Background: an optimization exercise with open tools, aiming at small area and a short achievable clock period. Do not read the settings as production practice.
Only simulation tests tie the RTL to the original design; equivalence was not proved.

[flow/flow/run.sh]
#!/bin/bash
# Own flow: the standard layout (standard.sh, unchanged ORFS scripts and
# settings) with its own synthesis script, flow/own_synth.tcl (see there).
# Floorplan, power grid, placement, clock tree and routing are the standard
# flow's.  Each make step writes its full log under orfs/logs/; the make
# output itself goes to standard.log here.
set -euo pipefail
sed -E "s#SYNTH_SCRIPT=[^ ]+#SYNTH_SCRIPT=$PWD/flow/own_synth.tcl SETUP_SLACK_MARGIN=10.1#" standard.sh > own_standard.sh
grep -q "SYNTH_SCRIPT=$PWD/flow/own_synth.tcl" own_standard.sh
bash own_standard.sh > standard.log 2>&1
[flow/flow/abc_area.script]
strash
dch
amap
topo
stime -c
buffer -c
upsize -c
dnsize -c
[flow/flow/abc_fast.script]
strash
dch
map -B 0.9
topo
stime -c
buffer -c
upsize -c
dnsize -c
[flow/flow/own_synth.tcl]
set own_dir [file dirname [file normalize [info script]]]
proc synth {args} {
  if {[lsearch -exact $args "fine:"] >= 0} {
    yosys synth -nofsm -noshare -noabc {*}$args
  } else {
    yosys synth -nofsm -noshare {*}$args
  }
}
proc extract_fa {args} { yosys extract_fa {*}$args fm_mul_prod }
proc keep_hierarchy {args} {
  foreach m {fm_add fm_mul_prod fm_mul_round} { yosys setattr -mod -set keep_hierarchy 1 $m }
}
proc abc {args} {
  global own_dir
  set i [expr {[lsearch -exact $args -script] + 1}]
  yosys abc {*}[lreplace $args $i $i $own_dir/abc_fast.script] fm_add
  yosys abc {*}[lreplace $args $i $i $own_dir/abc_area.script] fm_mul_prod fm_mul_round fp16MAC
}
source $::env(SCRIPTS_DIR)/synth.tcl
# left out here: clear keep_hierarchy, flatten, clean up, hide names made inside functions, write 1_2_yosys.v
[flow/standard.sh]
#!/bin/bash
# synth_recipe.tcl (not shown) runs the flow's synth.tcl, then flattens the netlist and writes it again
# the make line also repeats each setting of config.mk as NAME=value (left out here)
make -C /OpenROAD-flow-scripts/flow DESIGN_CONFIG=/design/flow/config.mk WORK_HOME=/design/flow/orfs CLKGATE_MAP_FILE= SYNTH_SCRIPT=/design/flow/synth_recipe.tcl "${@:-finish}"
[flow/config.mk]
export PLATFORM = sky130hd
export DESIGN_NAME = fp16MAC
export DESIGN_NICKNAME = fp16MAC
export VERILOG_FILES = /design/flow/design.v
export SDC_FILE = /design/flow/constraint.sdc
export NUM_CORES = 4
export LEC_CHECK = 0
export ABC_AREA = 1
export CAP_MARGIN = 20
export CORE_MARGIN = 2
export CORE_UTILIZATION = 55
export SLEW_MARGIN = 20
export SYNTH_HIERARCHICAL = 1
[flow/constraint.sdc]
create_clock -name core_clock -period 15.5 [get_ports {CLK}]
set_input_delay 3.1000 -clock core_clock [delete_from_list [all_inputs] [get_ports {CLK}]]
set_output_delay 3.1000 -clock core_clock [all_outputs]
set_load 0.01 [all_outputs]
[flow/design.v]
module fm_sk #(parameter N = 8) (a, b, cin, sum, cout);
	input  [N-1:0] a, b;
	input          cin;
	output [N-1:0] sum;
	output         cout;
	localparam L = (N >= 16) ? 5 : (N >= 8) ? 4 : (N >= 4) ? 3 : (N >= 2) ? 2 : 1;
	wire [N:0] g0 = {a & b, cin};
	wire [N:0] p0 = {a ^ b, 1'b0};
	wire [N:0] g [0:L];
	wire [N:0] p [0:L];
	assign g[0] = g0;
	assign p[0] = p0;
	genvar l, i;
	generate
		for (l = 0; l < L; l = l + 1) begin : lv
			for (i = 0; i <= N; i = i + 1) begin : bt
				if (((i >> l) & 1) == 1) begin : comb
					localparam integer J = ((i >> l) << l) - 1;
					assign g[l+1][i] = g[l][i] | (p[l][i] & g[l][J]);
					assign p[l+1][i] = p[l][i] & p[l][J];
				end else begin : pass
					assign g[l+1][i] = g[l][i];
					assign p[l+1][i] = p[l][i];
				end
			end
		end
	endgenerate
	assign sum  = p0[N:1] ^ g[L][N-1:0];
	assign cout = g[L][N];
endmodule
module fm_inc #(parameter N = 8) (a, inc, sum, cout);
	input  [N-1:0] a;
	input          inc;
	output [N-1:0] sum;
	output         cout;
	wire [N:0] c;
	assign c[0] = inc;
	genvar i;
	generate
		for (i = 1; i <= N; i = i + 1) begin : bt
			assign c[i] = inc & (&a[i-1:0]);
		end
	endgenerate
	assign sum  = a ^ c[N-1:0];
	assign cout = c[N];
endmodule
module fm_mul_pre(a, b, s, e, c);
	input  [15:0] a, b;
	output        s;
	output [4:0]  e;
	output [1:0]  c;
	wire za  = ~|a[14:0];
	wire zb  = ~|b[14:0];
	wire ia  = &a[14:10];
	wire ib  = &b[14:10];
	wire nan = (ia & |a[9:0]) | (ib & |b[9:0]);
	wire z   = za | zb;
	wire i   = ia | ib;
	assign s = a[15] ^ b[15];
	assign e = a[14:10] + b[14:10] + 5'd17;
	assign c = (nan | (z & i)) ? 2'd3 : z ? 2'd0 : i ? 2'd2 : 2'd1;
endmodule
module fm_mul_prod(ma, mb, m, st);
	input  [9:0]  ma, mb;
	output [12:0] m;
	output        st;
	wire pp_0_0 = ma[0] & mb[0];
	wire pp_0_1 = ma[0] & mb[1];
	wire pp_0_2 = ma[0] & mb[2];
	wire pp_0_3 = ma[0] & mb[3];
	wire pp_0_4 = ma[0] & mb[4];
	wire pp_0_5 = ma[0] & mb[5];
	wire pp_0_6 = ma[0] & mb[6];
	wire pp_0_7 = ma[0] & mb[7];
	wire pp_0_8 = ma[0] & mb[8];
	wire pp_0_9 = ma[0] & mb[9];
	wire pp_1_0 = ma[1] & mb[0];
	wire pp_1_1 = ma[1] & mb[1];
	wire pp_1_2 = ma[1] & mb[2];
	wire pp_1_3 = ma[1] & mb[3];
	wire pp_1_4 = ma[1] & mb[4];
	wire pp_1_5 = ma[1] & mb[5];
	wire pp_1_6 = ma[1] & mb[6];
	wire pp_1_7 = ma[1] & mb[7];
	wire pp_1_8 = ma[1] & mb[8];
	wire pp_1_9 = ma[1] & mb[9];
	wire pp_2_0 = ma[2] & mb[0];
	wire pp_2_1 = ma[2] & mb[1];
	wire pp_2_2 = ma[2] & mb[2];
	wire pp_2_3 = ma[2] & mb[3];
	wire pp_2_4 = ma[2] & mb[4];
	wire pp_2_5 = ma[2] & mb[5];
	wire pp_2_6 = ma[2] & mb[6];
	wire pp_2_7 = ma[2] & mb[7];
	wire pp_2_8 = ma[2] & mb[8];
	wire pp_2_9 = ma[2] & mb[9];
	wire pp_3_0 = ma[3] & mb[0];
	wire pp_3_1 = ma[3] & mb[1];
	wire pp_3_2 = ma[3] & mb[2];
	wire pp_3_3 = ma[3] & mb[3];
	wire pp_3_4 = ma[3] & mb[4];
	wire pp_3_5 = ma[3] & mb[5];
	wire pp_3_6 = ma[3] & mb[6];
	wire pp_3_7 = ma[3] & mb[7];
	wire pp_3_8 = ma[3] & mb[8];
	wire pp_3_9 = ma[3] & mb[9];
	wire pp_4_0 = ma[4] & mb[0];
	wire pp_4_1 = ma[4] & mb[1];
	wire pp_4_2 = ma[4] & mb[2];
	wire pp_4_3 = ma[4] & mb[3];
	wire pp_4_4 = ma[4] & mb[4];
	wire pp_4_5 = ma[4] & mb[5];
	wire pp_4_6 = ma[4] & mb[6];
	wire pp_4_7 = ma[4] & mb[7];
	wire pp_4_8 = ma[4] & mb[8];
	wire pp_4_9 = ma[4] & mb[9];
	wire pp_5_0 = ma[5] & mb[0];
	wire pp_5_1 = ma[5] & mb[1];
	wire pp_5_2 = ma[5] & mb[2];
	wire pp_5_3 = ma[5] & mb[3];
	wire pp_5_4 = ma[5] & mb[4];
	wire pp_5_5 = ma[5] & mb[5];
	wire pp_5_6 = ma[5] & mb[6];
	wire pp_5_7 = ma[5] & mb[7];
	wire pp_5_8 = ma[5] & mb[8];
	wire pp_5_9 = ma[5] & mb[9];
	wire pp_6_0 = ma[6] & mb[0];
	wire pp_6_1 = ma[6] & mb[1];
	wire pp_6_2 = ma[6] & mb[2];
	wire pp_6_3 = ma[6] & mb[3];
	wire pp_6_4 = ma[6] & mb[4];
	wire pp_6_5 = ma[6] & mb[5];
	wire pp_6_6 = ma[6] & mb[6];
	wire pp_6_7 = ma[6] & mb[7];
	wire pp_6_8 = ma[6] & mb[8];
	wire pp_6_9 = ma[6] & mb[9];
	wire pp_7_0 = ma[7] & mb[0];
	wire pp_7_1 = ma[7] & mb[1];
	wire pp_7_2 = ma[7] & mb[2];
	wire pp_7_3 = ma[7] & mb[3];
	wire pp_7_4 = ma[7] & mb[4];
	wire pp_7_5 = ma[7] & mb[5];
	wire pp_7_6 = ma[7] & mb[6];
	wire pp_7_7 = ma[7] & mb[7];
	wire pp_7_8 = ma[7] & mb[8];
	wire pp_7_9 = ma[7] & mb[9];
	wire pp_8_0 = ma[8] & mb[0];
	wire pp_8_1 = ma[8] & mb[1];
	wire pp_8_2 = ma[8] & mb[2];
	wire pp_8_3 = ma[8] & mb[3];
	wire pp_8_4 = ma[8] & mb[4];
	wire pp_8_5 = ma[8] & mb[5];
	wire pp_8_6 = ma[8] & mb[6];
	wire pp_8_7 = ma[8] & mb[7];
	wire pp_8_8 = ma[8] & mb[8];
	wire pp_8_9 = ma[8] & mb[9];
	wire pp_9_0 = ma[9] & mb[0];
	wire pp_9_1 = ma[9] & mb[1];
	wire pp_9_2 = ma[9] & mb[2];
	wire pp_9_3 = ma[9] & mb[3];
	wire pp_9_4 = ma[9] & mb[4];
	wire pp_9_5 = ma[9] & mb[5];
	wire pp_9_6 = ma[9] & mb[6];
	wire pp_9_7 = ma[9] & mb[7];
	wire pp_9_8 = ma[9] & mb[8];
	wire pp_9_9 = ma[9] & mb[9];
	wire hs0 = pp_0_9 ^ pp_1_8;
	wire hc0 = pp_0_9 & pp_1_8;
	wire fs1 = ma[0] ^ pp_1_9 ^ pp_2_8;
	wire fc1 = (ma[0] & pp_1_9) | (ma[0] & pp_2_8) | (pp_1_9 & pp_2_8);
	wire hs2 = pp_3_7 ^ pp_4_6;
	wire hc2 = pp_3_7 & pp_4_6;
	wire fs3 = ma[1] ^ pp_2_9 ^ pp_3_8;
	wire fc3 = (ma[1] & pp_2_9) | (ma[1] & pp_3_8) | (pp_2_9 & pp_3_8);
	wire hs4 = pp_4_7 ^ pp_5_6;
	wire hc4 = pp_4_7 & pp_5_6;
	wire fs5 = ma[2] ^ pp_3_9 ^ pp_4_8;
	wire fc5 = (ma[2] & pp_3_9) | (ma[2] & pp_4_8) | (pp_3_9 & pp_4_8);
	wire hs6 = pp_0_6 ^ pp_1_5;
	wire hc6 = pp_0_6 & pp_1_5;
	wire fs7 = pp_0_7 ^ pp_1_6 ^ pp_2_5;
	wire fc7 = (pp_0_7 & pp_1_6) | (pp_0_7 & pp_2_5) | (pp_1_6 & pp_2_5);
	wire hs8 = pp_3_4 ^ pp_4_3;
	wire hc8 = pp_3_4 & pp_4_3;
	wire fs9 = pp_0_8 ^ pp_1_7 ^ pp_2_6;
	wire fc9 = (pp_0_8 & pp_1_7) | (pp_0_8 & pp_2_6) | (pp_1_7 & pp_2_6);
	wire fs10 = pp_3_5 ^ pp_4_4 ^ pp_5_3;
	wire fc10 = (pp_3_5 & pp_4_4) | (pp_3_5 & pp_5_3) | (pp_4_4 & pp_5_3);
	wire hs11 = pp_6_2 ^ pp_7_1;
	wire hc11 = pp_6_2 & pp_7_1;
	wire fs12 = hs0 ^ pp_2_7 ^ pp_3_6;
	wire fc12 = (hs0 & pp_2_7) | (hs0 & pp_3_6) | (pp_2_7 & pp_3_6);
	wire fs13 = pp_4_5 ^ pp_5_4 ^ pp_6_3;
	wire fc13 = (pp_4_5 & pp_5_4) | (pp_4_5 & pp_6_3) | (pp_5_4 & pp_6_3);
	wire fs14 = pp_7_2 ^ pp_8_1 ^ pp_9_0;
	wire fc14 = (pp_7_2 & pp_8_1) | (pp_7_2 & pp_9_0) | (pp_8_1 & pp_9_0);
	wire fs15 = hc0 ^ fs1 ^ hs2;
	wire fc15 = (hc0 & fs1) | (hc0 & hs2) | (fs1 & hs2);
	wire fs16 = pp_5_5 ^ pp_6_4 ^ pp_7_3;
	wire fc16 = (pp_5_5 & pp_6_4) | (pp_5_5 & pp_7_3) | (pp_6_4 & pp_7_3);
	wire fs17 = pp_8_2 ^ pp_9_1 ^ mb[0];
	wire fc17 = (pp_8_2 & pp_9_1) | (pp_8_2 & mb[0]) | (pp_9_1 & mb[0]);
	wire fs18 = fc1 ^ hc2 ^ fs3;
	wire fc18 = (fc1 & hc2) | (fc1 & fs3) | (hc2 & fs3);
	wire fs19 = hs4 ^ pp_6_5 ^ pp_7_4;
	wire fc19 = (hs4 & pp_6_5) | (hs4 & pp_7_4) | (pp_6_5 & pp_7_4);
	wire fs20 = pp_8_3 ^ pp_9_2 ^ mb[1];
	wire fc20 = (pp_8_3 & pp_9_2) | (pp_8_3 & mb[1]) | (pp_9_2 & mb[1]);
	wire fs21 = fc3 ^ hc4 ^ fs5;
	wire fc21 = (fc3 & hc4) | (fc3 & fs5) | (hc4 & fs5);
	wire fs22 = pp_5_7 ^ pp_6_6 ^ pp_7_5;
	wire fc22 = (pp_5_7 & pp_6_6) | (pp_5_7 & pp_7_5) | (pp_6_6 & pp_7_5);
	wire fs23 = pp_8_4 ^ pp_9_3 ^ mb[2];
	wire fc23 = (pp_8_4 & pp_9_3) | (pp_8_4 & mb[2]) | (pp_9_3 & mb[2]);
	wire fs24 = fc5 ^ ma[3] ^ pp_4_9;
	wire fc24 = (fc5 & ma[3]) | (fc5 & pp_4_9) | (ma[3] & pp_4_9);
	wire fs25 = pp_5_8 ^ pp_6_7 ^ pp_7_6;
	wire fc25 = (pp_5_8 & pp_6_7) | (pp_5_8 & pp_7_6) | (pp_6_7 & pp_7_6);
	wire fs26 = pp_8_5 ^ pp_9_4 ^ mb[3];
	wire fc26 = (pp_8_5 & pp_9_4) | (pp_8_5 & mb[3]) | (pp_9_4 & mb[3]);
	wire fs27 = ma[4] ^ pp_5_9 ^ pp_6_8;
	wire fc27 = (ma[4] & pp_5_9) | (ma[4] & pp_6_8) | (pp_5_9 & pp_6_8);
	wire fs28 = pp_7_7 ^ pp_8_6 ^ pp_9_5;
	wire fc28 = (pp_7_7 & pp_8_6) | (pp_7_7 & pp_9_5) | (pp_8_6 & pp_9_5);
	wire fs29 = ma[5] ^ pp_6_9 ^ pp_7_8;
	wire fc29 = (ma[5] & pp_6_9) | (ma[5] & pp_7_8) | (pp_6_9 & pp_7_8);
	wire hs30 = pp_0_4 ^ pp_1_3;
	wire hc30 = pp_0_4 & pp_1_3;
	wire fs31 = pp_0_5 ^ pp_1_4 ^ pp_2_3;
	wire fc31 = (pp_0_5 & pp_1_4) | (pp_0_5 & pp_2_3) | (pp_1_4 & pp_2_3);
	wire hs32 = pp_3_2 ^ pp_4_1;
	wire hc32 = pp_3_2 & pp_4_1;
	wire fs33 = hs6 ^ pp_2_4 ^ pp_3_3;
	wire fc33 = (hs6 & pp_2_4) | (hs6 & pp_3_3) | (pp_2_4 & pp_3_3);
	wire fs34 = pp_4_2 ^ pp_5_1 ^ pp_6_0;
	wire fc34 = (pp_4_2 & pp_5_1) | (pp_4_2 & pp_6_0) | (pp_5_1 & pp_6_0);
	wire fs35 = hc6 ^ fs7 ^ hs8;
	wire fc35 = (hc6 & fs7) | (hc6 & hs8) | (fs7 & hs8);
	wire fs36 = pp_5_2 ^ pp_6_1 ^ pp_7_0;
	wire fc36 = (pp_5_2 & pp_6_1) | (pp_5_2 & pp_7_0) | (pp_6_1 & pp_7_0);
	wire fs37 = fc7 ^ hc8 ^ fs9;
	wire fc37 = (fc7 & hc8) | (fc7 & fs9) | (hc8 & fs9);
	wire fs38 = fs10 ^ hs11 ^ pp_8_0;
	wire fc38 = (fs10 & hs11) | (fs10 & pp_8_0) | (hs11 & pp_8_0);
	wire fs39 = fc9 ^ fc10 ^ hc11;
	wire fc39 = (fc9 & fc10) | (fc9 & hc11) | (fc10 & hc11);
	wire fs40 = fs12 ^ fs13 ^ fs14;
	wire fc40 = (fs12 & fs13) | (fs12 & fs14) | (fs13 & fs14);
	wire fs41 = fc12 ^ fc13 ^ fc14;
	wire fc41 = (fc12 & fc13) | (fc12 & fc14) | (fc13 & fc14);
	wire fs42 = fs15 ^ fs16 ^ fs17;
	wire fc42 = (fs15 & fs16) | (fs15 & fs17) | (fs16 & fs17);
	wire fs43 = fc15 ^ fc16 ^ fc17;
	wire fc43 = (fc15 & fc16) | (fc15 & fc17) | (fc16 & fc17);
	wire fs44 = fs18 ^ fs19 ^ fs20;
	wire fc44 = (fs18 & fs19) | (fs18 & fs20) | (fs19 & fs20);
	wire fs45 = fc18 ^ fc19 ^ fc20;
	wire fc45 = (fc18 & fc19) | (fc18 & fc20) | (fc19 & fc20);
	wire fs46 = fs21 ^ fs22 ^ fs23;
	wire fc46 = (fs21 & fs22) | (fs21 & fs23) | (fs22 & fs23);
	wire fs47 = fc21 ^ fc22 ^ fc23;
	wire fc47 = (fc21 & fc22) | (fc21 & fc23) | (fc22 & fc23);
	wire fs48 = fs24 ^ fs25 ^ fs26;
	wire fc48 = (fs24 & fs25) | (fs24 & fs26) | (fs25 & fs26);
	wire fs49 = fc24 ^ fc25 ^ fc26;
	wire fc49 = (fc24 & fc25) | (fc24 & fc26) | (fc25 & fc26);
	wire fs50 = fs27 ^ fs28 ^ mb[4];
	wire fc50 = (fs27 & fs28) | (fs27 & mb[4]) | (fs28 & mb[4]);
	wire fs51 = fc27 ^ fc28 ^ fs29;
	wire fc51 = (fc27 & fc28) | (fc27 & fs29) | (fc28 & fs29);
	wire fs52 = pp_8_7 ^ pp_9_6 ^ mb[5];
	wire fc52 = (pp_8_7 & pp_9_6) | (pp_8_7 & mb[5]) | (pp_9_6 & mb[5]);
	wire fs53 = fc29 ^ ma[6] ^ pp_7_9;
	wire fc53 = (fc29 & ma[6]) | (fc29 & pp_7_9) | (ma[6] & pp_7_9);
	wire fs54 = pp_8_8 ^ pp_9_7 ^ mb[6];
	wire fc54 = (pp_8_8 & pp_9_7) | (pp_8_8 & mb[6]) | (pp_9_7 & mb[6]);
	wire fs55 = ma[7] ^ pp_8_9 ^ pp_9_8;
	wire fc55 = (ma[7] & pp_8_9) | (ma[7] & pp_9_8) | (pp_8_9 & pp_9_8);
	wire hs56 = pp_0_3 ^ pp_1_2;
	wire hc56 = pp_0_3 & pp_1_2;
	wire fs57 = hs30 ^ pp_2_2 ^ pp_3_1;
	wire fc57 = (hs30 & pp_2_2) | (hs30 & pp_3_1) | (pp_2_2 & pp_3_1);
	wire fs58 = hc30 ^ fs31 ^ hs32;
	wire fc58 = (hc30 & fs31) | (hc30 & hs32) | (fs31 & hs32);
	wire fs59 = fc31 ^ hc32 ^ fs33;
	wire fc59 = (fc31 & hc32) | (fc31 & fs33) | (hc32 & fs33);
	wire fs60 = fc33 ^ fc34 ^ fs35;
	wire fc60 = (fc33 & fc34) | (fc33 & fs35) | (fc34 & fs35);
	wire fs61 = fc35 ^ fc36 ^ fs37;
	wire fc61 = (fc35 & fc36) | (fc35 & fs37) | (fc36 & fs37);
	wire fs62 = fc37 ^ fc38 ^ fs39;
	wire fc62 = (fc37 & fc38) | (fc37 & fs39) | (fc38 & fs39);
	wire fs63 = fc39 ^ fc40 ^ fs41;
	wire fc63 = (fc39 & fc40) | (fc39 & fs41) | (fc40 & fs41);
	wire fs64 = fc41 ^ fc42 ^ fs43;
	wire fc64 = (fc41 & fc42) | (fc41 & fs43) | (fc42 & fs43);
	wire fs65 = fc43 ^ fc44 ^ fs45;
	wire fc65 = (fc43 & fc44) | (fc43 & fs45) | (fc44 & fs45);
	wire fs66 = fc45 ^ fc46 ^ fs47;
	wire fc66 = (fc45 & fc46) | (fc45 & fs47) | (fc46 & fs47);
	wire fs67 = fc47 ^ fc48 ^ fs49;
	wire fc67 = (fc47 & fc48) | (fc47 & fs49) | (fc48 & fs49);
	wire fs68 = fc49 ^ fc50 ^ fs51;
	wire fc68 = (fc49 & fc50) | (fc49 & fs51) | (fc50 & fs51);
	wire fs69 = fc51 ^ fc52 ^ fs53;
	wire fc69 = (fc51 & fc52) | (fc51 & fs53) | (fc52 & fs53);
	wire fs70 = fc53 ^ fc54 ^ fs55;
	wire fc70 = (fc53 & fc54) | (fc53 & fs55) | (fc54 & fs55);
	wire fs71 = fc55 ^ ma[8] ^ pp_9_9;
	wire fc71 = (fc55 & ma[8]) | (fc55 & pp_9_9) | (ma[8] & pp_9_9);
	wire hs72 = pp_0_2 ^ pp_1_1;
	wire hc72 = pp_0_2 & pp_1_1;
	wire fs73 = hs56 ^ pp_2_1 ^ pp_3_0;
	wire fc73 = (hs56 & pp_2_1) | (hs56 & pp_3_0) | (pp_2_1 & pp_3_0);
	wire fs74 = hc56 ^ fs57 ^ pp_4_0;
	wire fc74 = (hc56 & fs57) | (hc56 & pp_4_0) | (fs57 & pp_4_0);
	wire fs75 = fc57 ^ fs58 ^ pp_5_0;
	wire fc75 = (fc57 & fs58) | (fc57 & pp_5_0) | (fs58 & pp_5_0);
	wire fs76 = fc58 ^ fs59 ^ fs34;
	wire fc76 = (fc58 & fs59) | (fc58 & fs34) | (fs59 & fs34);
	wire fs77 = fc59 ^ fs60 ^ fs36;
	wire fc77 = (fc59 & fs60) | (fc59 & fs36) | (fs60 & fs36);
	wire fs78 = fc60 ^ fs61 ^ fs38;
	wire fc78 = (fc60 & fs61) | (fc60 & fs38) | (fs61 & fs38);
	wire fs79 = fc61 ^ fs62 ^ fs40;
	wire fc79 = (fc61 & fs62) | (fc61 & fs40) | (fs62 & fs40);
	wire fs80 = fc62 ^ fs63 ^ fs42;
	wire fc80 = (fc62 & fs63) | (fc62 & fs42) | (fs63 & fs42);
	wire fs81 = fc63 ^ fs64 ^ fs44;
	wire fc81 = (fc63 & fs64) | (fc63 & fs44) | (fs64 & fs44);
	wire fs82 = fc64 ^ fs65 ^ fs46;
	wire fc82 = (fc64 & fs65) | (fc64 & fs46) | (fs65 & fs46);
	wire fs83 = fc65 ^ fs66 ^ fs48;
	wire fc83 = (fc65 & fs66) | (fc65 & fs48) | (fs66 & fs48);
	wire fs84 = fc66 ^ fs67 ^ fs50;
	wire fc84 = (fc66 & fs67) | (fc66 & fs50) | (fs67 & fs50);
	wire fs85 = fc67 ^ fs68 ^ fs52;
	wire fc85 = (fc67 & fs68) | (fc67 & fs52) | (fs68 & fs52);
	wire fs86 = fc68 ^ fs69 ^ fs54;
	wire fc86 = (fc68 & fs69) | (fc68 & fs54) | (fs69 & fs54);
	wire fs87 = fc69 ^ fs70 ^ mb[7];
	wire fc87 = (fc69 & fs70) | (fc69 & mb[7]) | (fs70 & mb[7]);
	wire fs88 = fc70 ^ fs71 ^ mb[8];
	wire fc88 = (fc70 & fs71) | (fc70 & mb[8]) | (fs71 & mb[8]);
	wire fs89 = fc71 ^ ma[9] ^ mb[9];
	wire fc89 = (fc71 & ma[9]) | (fc71 & mb[9]) | (ma[9] & mb[9]);
	wire [21:0] ra = {1'b0, fc89, fc88, fc87, fc86, fc85, fc84, fc83, fc82, fc81, fc80, fc79, fc78, fc77, fc76, fc75, fc74, fc73, hc72, hs72, pp_0_1, pp_0_0};
	wire [21:0] rb = {1'b0, 1'b1, fs89, fs88, fs87, fs86, fs85, fs84, fs83, fs82, fs81, fs80, fs79, fs78, fs77, fs76, fs75, fs74, fs73, pp_2_0, pp_1_0, 1'b0};
	wire [21:0] p = ra + rb;
	assign m  = p[21:9];
	assign st = |p[8:0];
endmodule
module fm_mul_round(s, e, c, m, st, p);
	input         s;
	input  [4:0]  e;
	input  [1:0]  c;
	input  [12:0] m;      
	input         st;     
	output [15:0] p;
	wire hi = m[12];
	wire r  = hi ? m[1] : m[0];
	wire g  = hi ? m[2] : m[1];
	wire sk = st | (hi & m[0]);
	wire up = r & (g | sk);
	wire [10:0] k  = hi ? m[12:2] : m[11:1];
	wire [11:0] kp = {1'b0, k} + up;
	wire        cy = hi | kp[11];
	wire [9:0]  f  = kp[11] ? kp[10:1] : kp[9:0];
	wire [4:0]  ex = e + cy;
	reg [14:0] mag;
	always @(*) begin
		case (c)
			2'd0: mag = 15'h0000;
			2'd1: mag = {ex, f};
			2'd2: mag = 15'h7c00;
			default: mag = 15'h7c01;
		endcase
	end
	assign p = {s, mag};
endmodule
module fm_add(A, B, Y);
	input  [15:0] A, B;
	output [15:0] Y;
	wire       sA = A[15], sB = B[15];
	wire [4:0] eA = A[14:10], eB = B[14:10];
	wire [9:0] mA = A[9:0],   mB = B[9:0];
	wire zA  = ~|eA;
	wire zB  = ~|eB;
	wire iA  = &eA;
	wire iB  = &eB;
	wire nan = (iA & |mA) | (iB & |mB);
	wire sub = sA ^ sB;
	wire [4:0] dab, dba;
	wire       cab, cba;
	fm_sk #(5) u_dab(.a(eA), .b(~eB), .cin(1'b1), .sum(dab), .cout(cab));    
	fm_sk #(5) u_dba(.a(eB), .b(~eA), .cin(1'b1), .sum(dba), .cout(cba));    
	wire [9:0] mdum;
	wire       cm;
	fm_sk #(10) u_mc(.a(mA), .b(~mB), .cin(1'b1), .sum(mdum), .cout(cm));    
	wire       d0   = cab & cba;
	wire       ge   = cab;                       
	wire       gm   = cab & (~cba | cm);         
	wire [4:0] d    = ge ? dab : dba;
	wire [4:0] emax = ge ? eA : eB;
	wire [10:0] Mbig = gm ? {1'b1, mA} : {1'b1, mB};
	wire [10:0] Msm  = gm ? {1'b1, mB} : {1'b1, mA};
	wire        sbig = gm ? sA : sB;
	wire [21:0] yal = {Msm, 11'b0} >> d;
	wire        st8 = |yal[8:0];
	wire        st9 = st8 | yal[9];
	wire        st10 = st9 | yal[10];
	wire [11:0] H;
	wire        Hc;
	fm_sk #(12) u_h(.a({1'b0, Mbig}), .b({12{sub}} ^ {1'b0, yal[21:11]}), .cin(sub & ~st10), .sum(H), .cout(Hc));
	wire        R10 = yal[10] ^ (sub & st9);
	wire        R9  = yal[9]  ^ (sub & st8);
	wire        n0 = H[11];
	wire        n1 = ~H[11] & H[10];
	wire        n2 = ~H[11] & ~H[10];
	wire [10:0] fk = ({11{n0}} & H[11:1]) | ({11{n1}} & H[10:0]) | ({11{n2}} & {H[9:0], R10});
	wire        fr = (n0 & H[0]) | (n1 & R10) | (n2 & R9);
	wire        fg = (n0 & H[1]) | (n1 & H[0]) | (n2 & R10);
	wire        fs = (n0 & st10) | (n1 & st9) | (n2 & st8);
	wire        fup = fr & (fg | fs);
	wire [10:0] fkp;
	wire        fov;
	fm_inc #(11) u_fi(.a(fk), .inc(fup), .sum(fkp), .cout(fov));
	wire [4:0]  emp1, emp2, emm1;
	wire        dc0, dc1, dc2;
	fm_inc #(5) u_e1(.a(emax), .inc(1'b1), .sum(emp1), .cout(dc0));
	fm_inc #(5) u_e2(.a(emp1), .inc(1'b1), .sum(emp2), .cout(dc1));
	fm_sk  #(5) u_e3(.a(emax), .b(5'b11111), .cin(1'b0), .sum(emm1), .cout(dc2));
	wire [4:0]  fe = n0 ? (fov ? emp2 : emp1) :
	                 n1 ? (fov ? emp1 : emax) :
	                      (fov ? emax : emm1);
	wire [14:0] far_mag = {fe, fkp[9:0]};
	wire [11:0] T;
	wire        Tc;
	fm_sk #(12) u_t(.a({Mbig, 1'b0}), .b(~(d0 ? {Msm, 1'b0} : {1'b0, Msm})), .cin(1'b1), .sum(T), .cout(Tc));
	reg [3:0] lz;
	always @(*) begin
		casez (T[10:0])
			11'b1??????????: lz = 4'd0;
			11'b01?????????: lz = 4'd1;
			11'b001????????: lz = 4'd2;
			11'b0001???????: lz = 4'd3;
			11'b00001??????: lz = 4'd4;
			11'b000001?????: lz = 4'd5;
			11'b0000001????: lz = 4'd6;
			11'b00000001???: lz = 4'd7;
			11'b000000001??: lz = 4'd8;
			default:         lz = 4'd9;
		endcase
	end
	wire [10:0] V  = T[10:0] << lz;
	wire [4:0]  en;
	wire        enc;
	fm_sk #(5) u_en(.a(emax), .b(~{1'b0, lz}), .cin(1'b0), .sum(en), .cout(enc));    
	wire        nv = V[10];
	wire [15:0] near_res = nv ? {sbig, en, V[9:0]} : {6'b0, V[9:0]};
	wire        near_sel = sub & (d0 | ((d == 5'd1) & ~T[11]));
	wire [15:0] normal = near_sel ? near_res : {sbig, far_mag};
	assign Y = nan ? 16'h7c01 :
	           zA  ? B :
	           zB  ? A :
	           (iA | iB) ? (sub ? 16'h7c01 : {sA, 15'h7c00}) :
	           normal;
endmodule
module fp16MAC(a, b, acc, CLK, RESETn);
	input [15:0] a, b;
	input CLK, RESETn;
	output reg [15:0] acc;
	wire        pre_s;
	wire [4:0]  pre_e;
	wire [1:0]  pre_c;
	fm_mul_pre u_pre(.a(a), .b(b), .s(pre_s), .e(pre_e), .c(pre_c));
	reg        in_s;
	reg [1:0]  in_c;
	reg [4:0]  in_e;
	reg [9:0]  in_ma, in_mb;
	wire [12:0] mul_m;
	wire        mul_st;
	fm_mul_prod u_prod(.ma(in_ma), .mb(in_mb), .m(mul_m), .st(mul_st));
	reg        md_s;
	reg [1:0]  md_c;
	reg [4:0]  md_e;
	reg [12:0] md_m;
	reg        md_st;
	wire [15:0] prod_w;
	fm_mul_round u_rnd(.s(md_s), .e(md_e), .c(md_c), .m(md_m), .st(md_st), .p(prod_w));
	reg [15:0] prod;
	wire [15:0] sum_w;
	fm_add u_add(.A(acc), .B(prod), .Y(sum_w));
	always @(posedge CLK, negedge RESETn) begin
		if (!RESETn) begin
			in_s <= 1'b0;
			in_c <= 2'd0;
			md_s <= 1'b0;
			md_c <= 2'd0;
			prod <= 16'd0;
			acc  <= 16'd0;
		end else begin
			in_s <= pre_s;
			in_c <= pre_c;
			md_s <= in_s;
			md_c <= in_c;
			prod <= prod_w;
			acc  <= sum_w;
		end
	end
	always @(posedge CLK) begin
		in_e  <= pre_e;
		in_ma <= a[9:0];
		in_mb <= b[9:0];
		md_e  <= in_e;
		md_m  <= mul_m;
		md_st <= mul_st;
	end
endmodule
==> results of run 1 <==
-- layer usage --
layer  vias to the layer above  wire, um  track usage
met5                         -         0            0
met1                      5016     12000        0.341
met3                        98      1460       0.0327
met4                         0      1450        0.124
met2                       365     15600        0.540
li1                       5256         -            -
-- cell usage after synthesis, types with 10 or more instances --
cell,instances
nor2_2,10
nand4_1,23
nand2_2,32
a21oi_1,75
fa_1,81
buf_4,20
clkinv_1,26
nand2_1,323
ha_1,29
xor2_1,33
o21ai_1,20
dfxtp_1,44
a31oi_1,10
nor3_1,14
o21ai_0,77
dfrtp_1,38
nand3_1,126
inv_2,28
inv_1,143
o22ai_1,12
nand3_2,11
nor2_1,236
-- cell families (layout without fill, tap and decap cells) --
family / Yosys count / in the layout / synth area share
adders and majority gates: 110 / 110 / 0.184
buffers and inverters: 245 / 295 / 0.0985
and+or+nand+nor: 834 / 840 / 0.358
DFF: 82 / 82 / 0.170
xor gates and xnor gates: 43 / 43 / 0.0364
AOI/OAI and AO/OA: 263 / 263 / 0.152
-- stage by stage --
step	cell area (sq um)	setup WS, ps	cells	hold slack (ps)
2_1_floorplan	10800	10970	1577	310
3_3_place_gp	11300	9740	1845	312
3_5_place_dp	11300	9710	1845	316
4_1_cts	11600	10110	1864	319
5_1_grt	12400	9910	1898	322
6_report	12400	10380	1898	320
-- final cells by class --
class	count	area (sq um)
inverter	198	767
clock inverter	7	63.8
tap	265	332
clock buffer	9	225
sequential	82	1860
fill	1848	6980
timing repair inverter	1	7.51
multi-input combinational	1256	8360
timing repair buffer	80	747
-- placed cells by master, fill, tap and decap left out, types with 31 or more instances in the layout --
cell type,count
nand3_1,109
nor2_1,226
inv_1,139
dfxtp_1,44
nand2_2,36
fa_1,81
xor2_1,31
o21ai_0,74
a21oi_1,70
nand2_1,309
clkdlybuf4s50_1,48
-- critical path: cells and delay by family (launching register included) --
family	cells	cell delay (ps)
flip-flops	1	460
AND/OR/NAND/NOR	34	3400
buffers and inverters	4	370
XOR/XNOR	2	590
AO/OA/AOI/OAI	1	150
-- flip-flops by register name, indices dropped and copies added (netlist names) --
register / count
md_m: 13
md_st: 1
in_s: 1
in_e: 5
in_c: 2
md_s: 1
prod: 16
in_mb: 10
md_e: 5
in_ma: 10
md_c: 2
acc: 16
-- repair_timing --
item	4_1_cts	5_1_grt
hold endpoints to repair	0	0
buffers inserted	2	28
pin swaps	0	19
gates cloned	1	6
endpoints found under the setup margin	14	16
resized for setup	12	115
-- modules after synthesis, one instance, submodules excluded --
module / cell area, sq um / cells inside / times used
fm_mul_round: 465 / 79 / 1
fp16MAC: 2110 / 139 / 1
fm_mul_prod: 3200 / 365 / 1
fm_add: 4990 / 994 / 1
-- how the worst min path moves through the flow --
stage / start / endpoint / slack, ps / cells past startpoint
final: in_e[3]$_DFF_P_ / md_e[3]$_DFF_P_ / 320 / 0
after global routing: in_e[3]$_DFF_P_ / md_e[3]$_DFF_P_ / 320 / 0
after CTS: in_e[0]$_DFF_P_ / md_e[0]$_DFF_P_ / 320 / 0
after detailed placement: in_e[0]$_DFF_P_ / md_e[0]$_DFF_P_ / 320 / 0
after global placement: in_e[3]$_DFF_P_ / md_e[3]$_DFF_P_ / 310 / 0
after floorplan: in_e[0]$_DFF_P_ / md_e[0]$_DFF_P_ / 310 / 0
==> summary.md, run 1 <==
For this run, design rule violations remaining after detail routing come to 0. 0 antenna diodes ended up in the layout. The run finished with no timing, DRC or antenna violations. Dominant synthesized flop cell: dfxtp_1. STA puts the critical path data arrival time at 5340 ps. For the pin with the worst max-slew slack, the measured transition is 867 ps.

The routed wire length per instance came out at 16.1 um. The share of the synthesized area in the top cell type was 0.151; the post-route fraction of the period consumed by the critical path was 0.330. The die height is 144 um. For the number of DRC violations after detailed-routing iteration 0, the log shows 626. The critical path class was reg2reg. The share of the yosys chip area belonging to registers is 0.170, and the total congestion overflow after global routing is 0. The total global routing track utilization was 0.292; the number of pins with negative max-slew slack in the final report was 0. The clock passes through at most 2 buffers.

Entering global routing, the biggest net connects 39 pins. TritonCTS built the clock tree. The share of flip-flops with an asynchronous set or reset after synthesis came out at 0.463. The number of sinks handled by clock tree synthesis was 82. The worst register-to-register path has a depth of 41.

Setup violations remaining at the end of the flow were counted as 0. Derived from the worst setup path, the maximum achievable clock frequency is 195 MHz. The run gives 0.639 as the share of the core filled with cells in the final layout.

In this run, synthesis produced a sequential element count of 82. By instance count, the cell type seen most on the critical path is nand2_1. The largest total area in the synthesized netlist belongs to fa_1. The logs give 1721 for the net count after synthesis and 12.1 ps for the worst clock skew. Counting distinct cell types in the post-synthesis netlist gives 80.

The run gives 0 as the final antenna-violating net count. The worst hold path belongs to the class reg2reg. For flop-to-flop paths, the worst setup slack is 10380 ps. Number of detailed-route iterations in the first pass: 5. For the number of levels in the clock H-tree, the log shows 3. Launch point of the worst path: acc[11]$_DFF_PN0_.

50 I/O pins were placed. A synthesized cell averages 6.82 sq um. The tools report the critical path launch point type as a flip-flop. The area enclosed by the die boundary was 20700 sq um. The final weighted congestion in routability-driven placement is 1.01. The number of core rows was 51. At the later pin of the worst-skew pair, clock insertion delay measures 340 ps. After legalization and detailed placement, the total HPWL measured 23900 um.

Relative to the synthesized area, the layout overhead comes to 14.8%. The startpoint identified for the worst register-to-register timing path is acc[11]$_DFF_PN0_. The cell with the largest stage delay on the worst path was dfrtp_2. Using the TritonRoute via totals, the vias-per-cell ratio works out to 5.66. After routing, the total negative slack on setup checks comes to 0 ps. The tree is rooted in a clkbuf_16. From left edge to right edge, the die measures 144 um. The logs give 0.418 for the headroom to the max-slew limit and 0 for the max-capacitance violation count. The cts-stage hold buffer count was 0. Global-route wire length before repair: 47800 um. In this run the worst path has a maximum fanout of 7. Setup repair after global routing could not meet its margin everywhere. The clock buffer count from CTS is 9. The endpoint of the worst-slack reg-to-reg timing path is acc[11]$_DFF_PN0_. The worst path needs 5120 ps of the cycle, external delays included.

The total number of vias was 10700. The worst setup path is captured at a flip-flop. The logs give 0 for the initial antenna violation count and 15730 ps for the required time of the critical path. The logs give 19300 sq um for the area inside the core boundary and 12 for the count of yosys warnings during synthesis.

Final net count: 1772. The number of global-route vias before repair came out at 9916. The layout cell share with drive strength beyond 1 was 0.162; the maximum single-stage delay on the critical path was 460 ps. Input and output buffers added on the ports amount to 49. By area the synthesized netlist is led by fa_1 15%, nand2_1 11%, dfrtp_1 8.8%, nor2_1 8.2%, dfxtp_1 8.2%.

Last element of the critical path: acc[11]$_DFF_PN0_. Counting every instance in the synthesized netlist gives 1577. The count of final hold-check violations is 0, and the count of flip-flops with a built-in enable after synthesis is 0. The routed wire length came out at 30500 um. Clock transition at the register clock pins on the worst setup and hold paths after CTS: 70 ps.

The synthesized netlist occupies a cell area of 10800 sq um. The run gives 0.557 as the initial standard-cell utilization of the core.
==> run 2: changes to the inputs <==
--- a/flow/flow/run.sh
+++ b/flow/flow/run.sh
@@ -6,5 +6,5 @@
 # output itself goes to standard.log here.
 set -euo pipefail
-sed -E "s#SYNTH_SCRIPT=[^ ]+#SYNTH_SCRIPT=$PWD/flow/own_synth.tcl SETUP_SLACK_MARGIN=10.1#" standard.sh > own_standard.sh
+sed -E "s#SYNTH_SCRIPT=[^ ]+#SYNTH_SCRIPT=$PWD/flow/own_synth.tcl SETUP_SLACK_MARGIN=10.4#" standard.sh > own_standard.sh
 grep -q "SYNTH_SCRIPT=$PWD/flow/own_synth.tcl" own_standard.sh
 bash own_standard.sh > standard.log 2>&1
==> summary.md, run 2 <==
The run finished with no timing, DRC or antenna violations. The share of the synthesized area in the top cell type is 0.151 (unchanged). The buffering stage count on the worst path with inverters included was 4 (unchanged); the total number of vias was 11400 (was 10700). The largest area contributor in the netlist is fa_1 (unchanged). The slew of the pin with the lowest slew margin is 893 ps (was 867 ps). Top library cells by usage in the layout, fill and taps aside: 266 x nand2_1, 213 x nor2_1, 128 x inv_1 (was 309 x nand2_1, 226 x nor2_1, 139 x inv_1). The maximum single-stage delay on the critical path is 450 ps (was 460 ps), and the post-route fraction of the period consumed by the critical path is 0.333 (was 0.330). The logs give 13900 sq um (was 12400 sq um) for the post-route standard cell area excluding fillers and 0 ps (unchanged) for the final setup TNS. The worst clock skew came out at 11.7 ps (was 12.1 ps). The clock transition at the register clock pins on the worst setup and hold paths after CTS was 70 ps (about the same). The run gives 0 (unchanged) as the cts-stage hold buffer count. The share of flip-flops with an asynchronous set or reset after synthesis is 0.463 (unchanged), and the area inside the core boundary is 19300 sq um (unchanged).

The layout cell share with drive strength beyond 1 is 0.280 (was 0.162). Parity-gate share of the synthesized area counting xor and xnor cells: 0.0364 (unchanged). The post-synthesis to final-layout area growth is 28.8% (was 14.8%).

TritonCTS built the clock tree. The cell with the largest stage delay on the worst path is dfrtp_2 (unchanged). Max-capacitance violation count: 0 (unchanged). The initial antenna violation count was 0 (unchanged); the required time of the critical path was 15780 ps (was 15730 ps). For the share of the yosys chip area belonging to registers, the log shows 0.170 (unchanged). The number of library cell types mapped by synthesis was 80 (unchanged); the number of buffers inserted by port buffering was 49 (unchanged).

Most numerous cell types in the synthesized netlist: 323 x nand2_1, 236 x nor2_1, 143 x inv_1, 126 x nand3_1, 81 x fa_1 (unchanged). For the headroom to the max-slew limit, the log shows 0.399 (was 0.418). The count of flip-flops with a built-in enable after synthesis works out to 0 (unchanged). The critical path launch point type was a flip-flop (unchanged). Minimum clock period: 5160 ps (was 5120 ps).

Setup repair after global routing could not meet its margin everywhere. The run gives 33900 um (was 30500 um) as the routed wire length. The post-synthesis adder-cell area fraction was 0.184 (unchanged). The run gives 39 (unchanged) as the pin count of the biggest net entering global routing.

Via-per-instance ratio: 5.77 (was 5.66). The combined area of all synthesized cells was 10800 sq um (unchanged); the final antenna-violating net count was 0 (unchanged). The synthesized area divided by synthesized cell count is 6.82 sq um (unchanged), and the total global routing track utilization is 0.297 (was 0.292). The run gives 0 (unchanged) as the count of final setup violators. The share of synthesized area spent on multiplexers is 0 (unchanged). The cell seen most often among critical-path stages is nand2_1 (unchanged). The dominant synthesized flop cell is dfxtp_1 (unchanged). Top flop regs: acc (16), prod (16), md_m (13) (unchanged).

For the final-layout fill cell count, the log shows 1602 (was 1848). The tools report the area enclosed by the die boundary as 20700 sq um (unchanged). The logs give 1577 (unchanged) for the synthesized netlist cell count and 48700 um (was 47800 um) for the global-route wire length before repair. Main area contributors after synthesis: fa_1 15%, nand2_1 11%, dfrtp_1 8.8%, nor2_1 8.2%, dfxtp_1 8.2% (unchanged).

The overall die width is 144 um (unchanged), and the maximum operating frequency is 194 MHz (was 195 MHz). The count of final hold-check violations was 0 (unchanged); the synthesis-stage register bit count was 82 (unchanged). The cell with the most instances after synthesis was nand2_1 (unchanged). The tools report the number of pins with negative max-slew slack in the final report as 0 (unchanged).

Number of antenna cells inserted: 0 (unchanged). The post-DP HPWL is 23900 um (unchanged), and the number of buffers on the longest clock path is 2 (unchanged). The tools report the number of core rows as 51 (unchanged).

The tools report the critical path endpoint category as a flip-flop (unchanged). Net count after synthesis: 1721 (unchanged). The DRC violation count after routing was 0 (unchanged); the final weighted congestion in routability-driven placement was 1.01 (unchanged). Total congestion overflow after global routing: 0 (unchanged).

Count of yosys warnings during synthesis: 12 (unchanged). Final net count: 1854 (was 1772). The worst hold-check path type was reg2reg (unchanged). The largest fanout on the critical path came out at 6 (was 7). For the number of I/O pins, the log shows 50 (unchanged).

The run gives 780 (was 626) as the number of DRC violations after detailed-routing iteration 0. The clock insertion delay at the later pin of the skew report was 340 ps (about the same). For the number of detailed-route iterations in the first pass, the log shows 5 (unchanged). The number of levels in the clock H-tree was 3 (unchanged); the clock buffer count from CTS was 9 (unchanged).

The tools report the number of global-route vias before repair as 9993 (was 9916). The die height was 144 um (unchanged); the simple-gate portion of the synthesized area was 0.358 (unchanged). Data arrival time of the worst path: 5440 ps (was 5340 ps). Family with the most delay on the worst path: simple AND/OR/NAND/NOR gates (unchanged).

Largest family of logic cells by synthesized area: simple AND/OR/NAND/NOR gates (unchanged). The critical path class is reg2reg (unchanged). The leading cell type in the layout, fill and taps excluded was nand2_1 (unchanged). The initial standard-cell utilization of the core came out at 0.557 (unchanged). The tools report the root buffer selected by CTS as clkbuf_16 (unchanged). The number of sinks handled by clock tree synthesis came out at 82 (unchanged). The routed wire length per instance works out to 17.1 um (was 16.1 um).

Share of the synthesized area in compound gates (AO/OA/AOI/OAI): 0.152 (unchanged). The run gives 11300 sq um (unchanged) as the total cell area at the placement stage.
[run 2: cell counts after synthesis]
No cell type changed its count.
[run 2: Yosys stat by module (local to each module, per instance)]
| module | flip-flops and latches | copies in the design |
|---|---|---|
| fm_mul_prod | 0 | 1 |
| fm_add | 0 | 1 |
| fp16MAC | 82 | 1 |
| fm_mul_round | 0 | 1 |
[run 2: worst reg2reg max path: cells and delay by family, from the launching register on]
kind / cells / cell delay (ps)
xor gates and xnor gates: 2 / 380
AOI/OAI and AO/OA: 1 / 240
and+or+nand+nor: 32 / 3510
buffers and inverters: 4 / 480
DFF: 1 / 450
[run 2: area by class of cell]
cell class | count | area [sq um] | share of cell area
tap | 265 | 332 | 0.0239
timing repair inverter | 2 | 16.3 | 0.00117
timing repair buffer | 157 | 1410 | 0.101
inverter | 198 | 803 | 0.0580
clock buffer | 9 | 225 | 0.0163
multi-input combinational | 1260 | 9150 | 0.660
sequential | 82 | 1860 | 0.135
clock inverter | 7 | 63.8 | 0.00460
[run 2: path summary, 6_finish.rpt]
kind / startpoint / to / slack (ps) / cells past startpoint
setup reg to reg: prod[7]$_DFF_PN0_ / acc[13]$_DFF_PN0_ / 10340 / 39
setup / recovery: prod[7]$_DFF_PN0_ / acc[13]$_DFF_PN0_ / 10340 / 39
hold / removal: in_e[3]$_DFF_P_ / md_e[3]$_DFF_P_ / 320 / 0
hold reg to reg: in_e[3]$_DFF_P_ / md_e[3]$_DFF_P_ / 320 / 0
max in group asynchronous: RESETn / prod[1]$_DFF_PN0_ / 12060 / 1
min in group asynchronous: RESETn / acc[15]$_DFF_PN0_ / 2850 / 1
[run 2: kinds of logic after synthesis]
logic type / count (synthesis)
AOI/OAI and AO/OA: 263
xor gates and xnor gates: 43
adders and majority gates: 110
buffers and inverters: 245
DFF: 82
and+or+nand+nor: 834
[run 2: layer usage]
| layer | global-route usage | up-vias | wire (um) |
|---|---|---|---|
| met4 | 0.141 | 0 | 1720 |
| met3 | 0.0367 | 132 | 1900 |
| met2 | 0.537 | 436 | 17300 |
| met5 | 0 | - | 0 |
| li1 | - | 5440 | - |
| met1 | 0.350 | 5415 | 13000 |
[run 2: timing repair]
action | in CTS | in global routing
resized for setup | 31 | 294
endpoints found under the setup margin | 16 | 19
buffers inserted | 3 | 104
pin swaps | 6 | 83
gates cloned | 4 | 8
[run 2: stage by stage]
stage          setup slack [ps]  utilization  hold WS, ps  cells
3_3_place_gp               9740        0.583          312   1845
5_1_grt                    9960        0.717          322   1980
4_1_cts                   10410        0.608          319   1868
6_report                  10340        0.717          320   1980
3_5_place_dp               9710        0.583          316   1845
2_1_floorplan             10970            -          310   1577
==> run 3: changes to the inputs <==
--- a/flow/flow/run.sh
+++ b/flow/flow/run.sh
@@ -6,5 +6,5 @@
 # output itself goes to standard.log here.
 set -euo pipefail
-sed -E "s#SYNTH_SCRIPT=[^ ]+#SYNTH_SCRIPT=$PWD/flow/own_synth.tcl SETUP_SLACK_MARGIN=10.4#" standard.sh > own_standard.sh
+sed -E "s#SYNTH_SCRIPT=[^ ]+#SYNTH_SCRIPT=$PWD/flow/own_synth.tcl SETUP_SLACK_MARGIN=9.8#" standard.sh > own_standard.sh
 grep -q "SYNTH_SCRIPT=$PWD/flow/own_synth.tcl" own_standard.sh
 bash own_standard.sh > standard.log 2>&1
==> flow/flow/abc_fast.script (replaced) <==
strash
dch
amap
topo
stime -c
buffer -c
upsize -c
dnsize -c
==> summary.md, run 3 <==
Largest area contributor in the netlist: fa_1 (unchanged). For the total routed wire length on the met1 layer, the log shows 12700 um (was 13000 um). The count of flip-flops with a built-in enable after synthesis was 0 (unchanged).

For the post-DP HPWL, the log shows 20900 um (was 23900 um). The run gives 18200 sq um (was 20700 sq um) as the area enclosed by the die boundary. The post-synthesis to final-layout area growth came out at 25.2% (was 28.8%). For the initial antenna violation count, the log shows 0 (unchanged). The DRC violation count after routing was 0 (unchanged).

The cell with the most instances after synthesis is nor2_1 (was nand2_1). The final antenna-violating net count was 0 (unchanged). The origin of the worst min-delay path was in_e[1]$_DFF_P_ (was in_e[3]$_DFF_P_). The run gives 16600 sq um (was 19300 sq um) as the area inside the core boundary. The clock insertion delay at the later pin of the skew report came out at 340 ps (about the same). Top flop regs: acc (16), prod (16), md_m (13) (unchanged). The tools report the initial standard-cell utilization of the core as 0.565 (was 0.557). Net count after synthesis: 1394 (was 1721).

The met2 wire length is 12900 um (was 17300 um). The clock buffer count from CTS was 9 (unchanged); the final weighted congestion in routability-driven placement was 0.950 (was 1.01). The overall die width is 135 um (was 144 um). The total number of vias was 9930 (was 11400); the die height was 135 um (was 144 um). The logs give 3 (unchanged) for the number of levels in the clock H-tree and 0 ps (unchanged) for the final setup TNS. For the number of buffers on the longest clock path, the log shows 2 (unchanged). The count of yosys warnings during synthesis was 12 (unchanged). Root buffer selected by CTS: clkbuf_16 (unchanged). The run gives 2630 um (was 1900 um) as the wire length on met3. The uppermost signal routing layer after detailed routing is met4 (unchanged). Critical path launch point type: a flip-flop (unchanged).

The endpoint of the worst-slack reg-to-reg timing path was acc[12]$_DFF_PN0_ (was acc[13]$_DFF_PN0_). Global-route wire length before repair: 47100 um (was 48700 um). For the max-capacitance violation count, the log shows 0 (unchanged).

The critical path endpoint category is a flip-flop (unchanged). For the total congestion overflow after global routing, the log shows 0 (unchanged).

The critical path class is reg2reg (unchanged). The share of flip-flops with an asynchronous set or reset after synthesis was 0.463 (unchanged). TritonCTS built the clock tree.

The tools report the launch point of the worst reg-to-reg path as acc[11]$_DFF_PN0_ (was prod[7]$_DFF_PN0_). The flow ran to the end and the layout has no timing, DRC or antenna violations. Count of final setup violators: 0 (unchanged).

Post-route fraction of the period consumed by the critical path: 0.487 (was 0.333). The dominant synthesized flop cell was dfxtp_1 (unchanged). The clock transition at the register clock pins on the worst setup and hold paths after CTS was 70 ps (about the same); the minimum hold slack was 326 ps (was 320 ps).

The via-per-instance ratio is 6.22 (was 5.77), and the number of detailed-route iterations in the first pass is 5 (unchanged). The largest fanout on the critical path was 8 (was 6); the number of antenna cells inserted was 0 (unchanged).

Main area contributors after synthesis: fa_1 17%, nor2_1 11%, dfrtp_1 10%, dfxtp_1 9.4%, a21oi_1 4.5% (was fa_1 15%, nand2_1 11%, dfrtp_1 8.8%, nor2_1 8.2%, dfxtp_1 8.2%). The number of DRC violations after detailed-routing iteration 0 is 926 (was 780), and the routed wire length per instance is 18.1 um (was 17.1 um). The count of final hold-check violations is 0 (unchanged), and the number of global-route vias before repair is 9441 (was 9993).

The layout cell share with drive strength beyond 1 works out to 0.221 (was 0.280). The pin count of the biggest net entering global routing was 39 (unchanged); the worst clock skew was 10.2 ps (was 11.7 ps). The synthesized netlist cell count was 1250 (was 1577); the synthesized area divided by synthesized cell count was 7.53 sq um (was 6.82 sq um). The maximum single-stage delay on the critical path is 460 ps (was 450 ps).

For the number of I/O pins, the log shows 50 (unchanged). Leading cell type in the layout, fill and taps excluded: nor2_1 (was nand2_1). The worst hold path cell count was 0 (unchanged); the minimum clock period was 7540 ps (was 5160 ps).

The run gives 133 MHz (was 194 MHz) as the maximum operating frequency. The run gives 81 (was 80) as the number of library cell types mapped by synthesis. The tools report the end point of the worst hold path as md_e[1]$_DFF_P_ (was md_e[3]$_DFF_P_). The cell with the largest stage delay on the worst path is dfrtp_2 (unchanged). The data arrival time of the worst path was 7780 ps (was 5440 ps). The share of the synthesized area in the top cell type is 0.172 (was 0.151).

Required time of the critical path: 15740 ps (was 15780 ps). The tools report the headroom to the max-slew limit as 0.284 (was 0.399). The worst hold-check path type was reg2reg (unchanged). Number of buffers inserted by port buffering: 49 (unchanged). Setup repair after global routing could not meet its margin everywhere.

Top library cells by usage in the layout, fill and taps aside: 252 x nor2_1, 96 x buf_4, 94 x nand2_1 (was 266 x nand2_1, 213 x nor2_1, 128 x inv_1). The setup slack of the most critical reg-to-reg path came out at 7960 ps (was 10340 ps). The final-layout fill cell count was 1325 (was 1602); the share of the yosys chip area belonging to registers was 0.195 (was 0.170).

The total global routing track utilization is 0.324 (was 0.297). The final net count was 1516 (was 1854). The logs give 29000 um (was 33900 um) for the routed wire length and 0 (unchanged) for the number of pins with negative max-slew slack in the final report. The depth of the worst register-to-register path was 51 (was 39). The run gives 9410 sq um (was 10800 sq um) as the combined area of all synthesized cells.

Most numerous cell types in the synthesized netlist: 272 x nor2_1, 98 x nand2_1, 84 x a21oi_1, 83 x o21ai_0, 81 x fa_1 (was 323 x nand2_1, 236 x nor2_1, 143 x inv_1, 126 x nand3_1, 81 x fa_1). The synthesis-stage register bit count was 82 (unchanged). The number of core rows is 47 (was 51), and the slew of the pin with the lowest slew margin is 1070 ps (was 893 ps). The run gives 82 (unchanged) as the number of sinks handled by clock tree synthesis.
## run 3: cell count changes in the layout (fill, tap and decap cells not counted), moves of 39 or more
cell / previous run / this run
nand2_1: 266 / 94
nor2_1: 213 / 252
nand3_2: 43 / 0
nand3_1: 76 / 13
nand2_2: 62 / 8
inv_1: 128 / 65
## run 3: final cells by class
| class | count | area [sq um] | share of cell area |
|---|---|---|---|
| Timing Repair inverter | 1 | 7.51 | 0.000638 |
| Inverter | 120 | 495 | 0.0421 |
| Clock inverter | 4 | 35.0 | 0.00298 |
| Tap cell | 220 | 275 | 0.0234 |
| Sequential cell | 82 | 1850 | 0.157 |
| Timing Repair Buffer | 156 | 1350 | 0.114 |
| Clock buffer | 12 | 256 | 0.0218 |
| Multi-Input combinational cell | 1002 | 7510 | 0.638 |
## run 3: how the worst max path moves through the flow
stage	start	endpoint	slack, ps	cells after the start
3_3_place_gp	acc[12]$_DFF_PN0_	acc[14]$_DFF_PN0_	6410	49
3_5_place_dp	acc[12]$_DFF_PN0_	acc[14]$_DFF_PN0_	6210	50
4_1_cts	prod[12]$_DFF_PN0_	acc[12]$_DFF_PN0_	8340	51
5_1_grt	prod[10]$_DFF_PN0_	acc[12]$_DFF_PN0_	7630	50
6_report	acc[11]$_DFF_PN0_	acc[12]$_DFF_PN0_	7960	51
2_1_floorplan	prod[12]$_DFF_PN0_	acc[13]$_DFF_PN0_	8640	52
## run 3: critical path: cells and delay by family, from the launching register on
| kind | cells | cell delay [ps] |
|---|---|---|
| AOI/OAI and AO/OA | 17 | 2980 |
| and+or+nand+nor | 24 | 2880 |
| buffers and inverters | 10 | 1090 |
| DFF | 1 | 460 |
## run 3: repair_timing
action,4_1_cts,5_1_grt
cloned,2,0
resized for setup,86,68
hold buffers,0,0
setup endpoints to repair,16,16
pin swaps,27,27
buffers inserted,78,27
endpoints found under the hold margin,0,0
## run 3: layer usage
metal / up-vias / global-route usage
met4: 0 / 0.100
met1: 4704 / 0.463
met2: 479 / 0.494
met5: - / 0
li1: 4676 / -
met3: 71 / 0.0706
## run 3: through the flow
stage	setup WS [ps]	cell area [sq um]	utilization	cells
after floorplan	8640	9550	-	1250
after global placement	6410	10100	0.605	1474
after detailed placement	6210	10100	0.605	1474
after CTS	8340	11300	0.681	1570
after global routing	7630	11800	0.708	1597
final	7960	11800	0.708	1597
## run 3: logic make-up (layout without fill, tap and decap cells)
| kind of cell | after synthesis | in the layout | share of synthesized area |
|---|---|---|---|
| and+or+nand+nor | 474 | 474 | 0.224 |
| AOI/OAI and AO/OA | 414 | 415 | 0.292 |
| buffers and inverters | 167 | 293 | 0.0757 |
| adders and majority gates | 110 | 110 | 0.211 |
| DFF | 82 | 82 | 0.195 |
| xor gates and xnor gates | 3 | 3 | 0.00279 |
## run 3: Yosys stat by module, one instance, submodules excluded
module | area (sq um) | times used | flops+latches | cells
fm_add | 3640 | 1 | 0 | 667
fm_mul_prod | 3200 | 1 | 0 | 365
fp16MAC | 2110 | 1 | 82 | 139
fm_mul_round | 465 | 1 | 0 | 79
==> run 4: changes to the inputs <==
==> flow/flow/abc_fast.script (replaced) <==
strash
dch
map -B 0.9
topo
stime -c
buffer -c
upsize -c
dnsize -c
==> summary.md, run 4 <==
The area inside the core boundary was 19300 sq um (was 16600 sq um); the number of DRC violations after detailed-routing iteration 0 was 592 (was 926). The tools report the final-layout fill cell count as 1913 (was 1325).

Main area contributors after synthesis: fa_1 15%, nand2_1 11%, dfrtp_1 8.8%, nor2_1 8.2%, dfxtp_1 8.2% (was fa_1 17%, nor2_1 11%, dfrtp_1 10%, dfxtp_1 9.4%, a21oi_1 4.5%). The tools report the number of antenna cells inserted as 0 (unchanged). The data arrival time of the worst path was 5440 ps (was 7780 ps); the maximum single-stage delay on the critical path was 440 ps (was 460 ps). The logs give 340 ps (about the same) for the clock insertion delay at the later pin of the skew report and 23900 um (was 20900 um) for the post-DP HPWL. The run gives 10800 sq um (was 9410 sq um) as the combined area of all synthesized cells. The run gives 0 ps (unchanged) as the final setup TNS. The tools report the root buffer selected by CTS as clkbuf_16 (unchanged).

The run gives 9896 (was 9441) as the number of global-route vias before repair. The share of the core filled with cells in the final layout is 0.606 (was 0.708). The tools report the register cell area after layout as 1830 sq um (was 1850 sq um). The net count after synthesis came out at 1721 (was 1394). The logs give 15730 ps (was 15740 ps) for the required time of the critical path and 0.170 (was 0.195) for the share of the yosys chip area belonging to registers. The slew of the pin with the lowest slew margin came out at 868 ps (was 1070 ps). The critical path launch point type was a flip-flop (unchanged).

The largest fanout on the critical path works out to 25 (was 8). The run gives 12.5 ps (was 10.2 ps) as the worst clock skew. The run gives 0.292 (was 0.324) as the total global routing track utilization. The critical path class is reg2reg (unchanged).

Family with the most delay on the worst path: simple AND/OR/NAND/NOR gates (was compound AO/OA/AOI/OAI gates). The layout cell share with drive strength beyond 1 was 0.103 (was 0.221); the routed wire length per instance was 15.8 um (was 18.1 um). The tools report the endpoint of the worst-slack reg-to-reg timing path as acc[11]$_DFF_PN0_ (was acc[12]$_DFF_PN0_). The number of detailed-route iterations in the first pass is 7 (was 5), and the count of yosys warnings during synthesis is 12 (unchanged). The headroom to the max-slew limit is 0.415 (was 0.284).

The dominant synthesized flop cell is dfxtp_1 (unchanged). The final weighted congestion in routability-driven placement came out at 1.01 (was 0.950). The max-capacitance violation count came out at 0 (unchanged). The number of sinks handled by clock tree synthesis is 82 (unchanged), and the area enclosed by the die boundary is 20700 sq um (was 18200 sq um). The run gives 0 (unchanged) as the count of final setup violators.

The depth of the worst register-to-register path came out at 40 (was 51). Among the stages of the critical path, the cell type that occurs most often is nand2_1. The DRC violation count after routing is 0 (unchanged), and the die height is 144 um (was 135 um).

The total stage count of the critical path was 40 (was 51). The launch point of the worst path is acc[11]$_DFF_PN0_ (unchanged). The number of core rows came out at 51 (was 47). The initial standard-cell utilization of the core was 0.557 (was 0.565). Setup repair after global routing left no endpoint under its margin. The logs give 0 (unchanged) for the count of final hold-check violations and 7960 sq um (was 7510 sq um) for the multi-input logic area.

The run gives 3 (unchanged) as the number of levels in the clock H-tree. The synthesized area divided by synthesized cell count came out at 6.82 sq um (was 7.53 sq um). The minimum clock period was 5210 ps (was 7540 ps). The synthesized netlist cell count came out at 1577 (was 1250).

The post-route standard cell area excluding fillers was 11700 sq um (was 11800 sq um). The cell with the most instances after synthesis was nand2_1 (was nor2_1). The clock buffer count from CTS was 9 (unchanged); the routed wire length was 29400 um (was 29000 um).

The tools report the final net count as 1741 (was 1516). The cell with the largest stage delay on the worst path is dfrtp_1 (was dfrtp_2). Worst hold-check path type: reg2reg (unchanged). Top library cells by usage in the layout, fill and taps aside: 320 x nand2_1, 235 x nor2_1, 142 x inv_1 (was 252 x nor2_1, 96 x buf_4, 94 x nand2_1).

The cts-stage hold buffer count was 0 (unchanged). Setup slack of the most critical reg-to-reg path: 10290 ps (was 7960 ps). Number of pins with negative max-slew slack in the final report: 0 (unchanged). The run gives 2 (unchanged) as the number of buffers on the longest clock path. The run finished with no timing, DRC or antenna violations. The number of I/O pins was 50 (unchanged); the via-per-instance ratio was 5.57 (was 6.22).

The tools report the critical path endpoint category as a flip-flop (unchanged).
-- run 4: cell types whose count changed in the layout (fill, tap and decap cells not counted), moves of 11 or more --
| cell | previous run | this run |
|---|---|---|
| nand2_2 | 8 | 32 |
| inv_1 | 65 | 142 |
| nand3_2 | 0 | 11 |
| nand3_1 | 13 | 126 |
| nand4_1 | 11 | 23 |
| o22ai_1 | 44 | 12 |
| nand2_1 | 94 | 320 |
| a31oi_1 | 21 | 9 |
| o22ai_2 | 13 | 0 |
| xor2_1 | 3 | 33 |
| o22a_1 | 32 | 1 |
| buf_4 | 96 | 5 |
| nor2_1 | 252 | 235 |
-- run 4: metal layers --
metal	vias to the layer above	GRT usage	routed length [um]
li1	5182	-	-
met1	4835	0.340	12000
met2	308	0.541	15000
met3	68	0.0323	1260
met4	0	0.123	1170
met5	-	0	0
-- run 4: worst min-delay path by stage --
stage | slack [ps] | depth (start not counted) | start | endpoint
4_1_cts | 320 | 0 | in_e[0]$_DFF_P_ | md_e[0]$_DFF_P_
5_1_grt | 320 | 0 | in_e[3]$_DFF_P_ | md_e[3]$_DFF_P_
6_report | 320 | 0 | in_e[3]$_DFF_P_ | md_e[3]$_DFF_P_
3_3_place_gp | 310 | 0 | in_e[3]$_DFF_P_ | md_e[3]$_DFF_P_
3_5_place_dp | 320 | 0 | in_e[0]$_DFF_P_ | md_e[0]$_DFF_P_
2_1_floorplan | 310 | 0 | in_e[0]$_DFF_P_ | md_e[0]$_DFF_P_
-- run 4: logic make-up (layout without fill, tap and decap cells) --
kind of cell,after synthesis,in the layout,synth area share
AND/OR/NAND/NOR,834,835,0.358
buffers and inverters,245,269,0.0985
flip-flops,82,82,0.170
XOR/XNOR,43,43,0.0364
AO/OA/AOI/OAI,263,263,0.152
adder cells (fa/ha/maj),110,110,0.184
-- run 4: layout make-up --
cell class,instances,share of cell area
clock buffer,9,0.0192
clock inverter,7,0.00545
inverter,198,0.0649
multi-input combinational,1251,0.680
sequential,82,0.157
tap,265,0.0283
timing repair buffer,54,0.0447
timing repair inverter,1,0.000641
-- run 4: through the flow --
step	setup WS [ps]	hold slack, ps
2_1_floorplan	10970	310
3_3_place_gp	9740	312
3_5_place_dp	9710	316
4_1_cts	9840	319
5_1_grt	9800	322
6_report	10290	320
-- run 4: repair_timing --
action	CTS	global route
gates cloned	0	2
setup buffers	0	4
gates resized for setup	5	19
setup endpoints to repair	6	16
pin swaps	0	2
-- run 4: worst reg2reg max path, delay by kind of cell (launching register included) --
family                 cells  cell delay, ps
XOR/XNOR                   2             550
flip-flops                 1             440
AND/OR/NAND/NOR           31            3290
buffers and inverters      5             590
AO/OA/AOI/OAI              2             240
-- run 4: per-module statistics from Yosys (local to each module, per instance) --
module / cell area (sq um) / cells inside / flops+latches / copies in the design
fm_add: 4990 / 994 / 0 / 1
fm_mul_prod: 3200 / 365 / 0 / 1
fp16MAC: 2110 / 139 / 82 / 1
fm_mul_round: 465 / 79 / 0 / 1

## afterwards: timing with drivers on the ports
The results above use ideal ports. As a check the final layouts listed here were re-extracted and re-timed, cells and wires unchanged.
Step 1 assumes that a clkbuf_16 drives the clock port and a buf_2 every other input.
Step 2 moves the port delays by t, midway between the first and last clock arrival at a register: inputs arrive t later, outputs are due t later. That takes back most of the time a late clock gives input paths.
Slacks: ideal ports / drivers / drivers and shift; pairs: ideal ports / drivers.
| run | t (ns) | setup WS [ns] | clock arrival spread, ns | worst register clock-pin slew, ns | cell pins on the clock port's net |
|---|---|---|---|---|---|
| run 1 | 0.379 | 10.384 / 10.384 / 10.384 | 0.012 / 0.013 | 0.07 / 0.07 | 1 |
| run 2 | 0.379 | 10.342 / 10.342 / 10.342 | 0.013 / 0.012 | 0.07 / 0.07 | 1 |
| run 3 | 0.377 | 7.957 / 7.957 / 7.957 | 0.014 / 0.014 | 0.07 / 0.07 | 1 |
| run 4 | 0.380 | 10.290 / 10.290 / 10.290 | 0.012 / 0.013 | 0.07 / 0.07 | 1 |
After both steps every run listed still meets setup and hold.
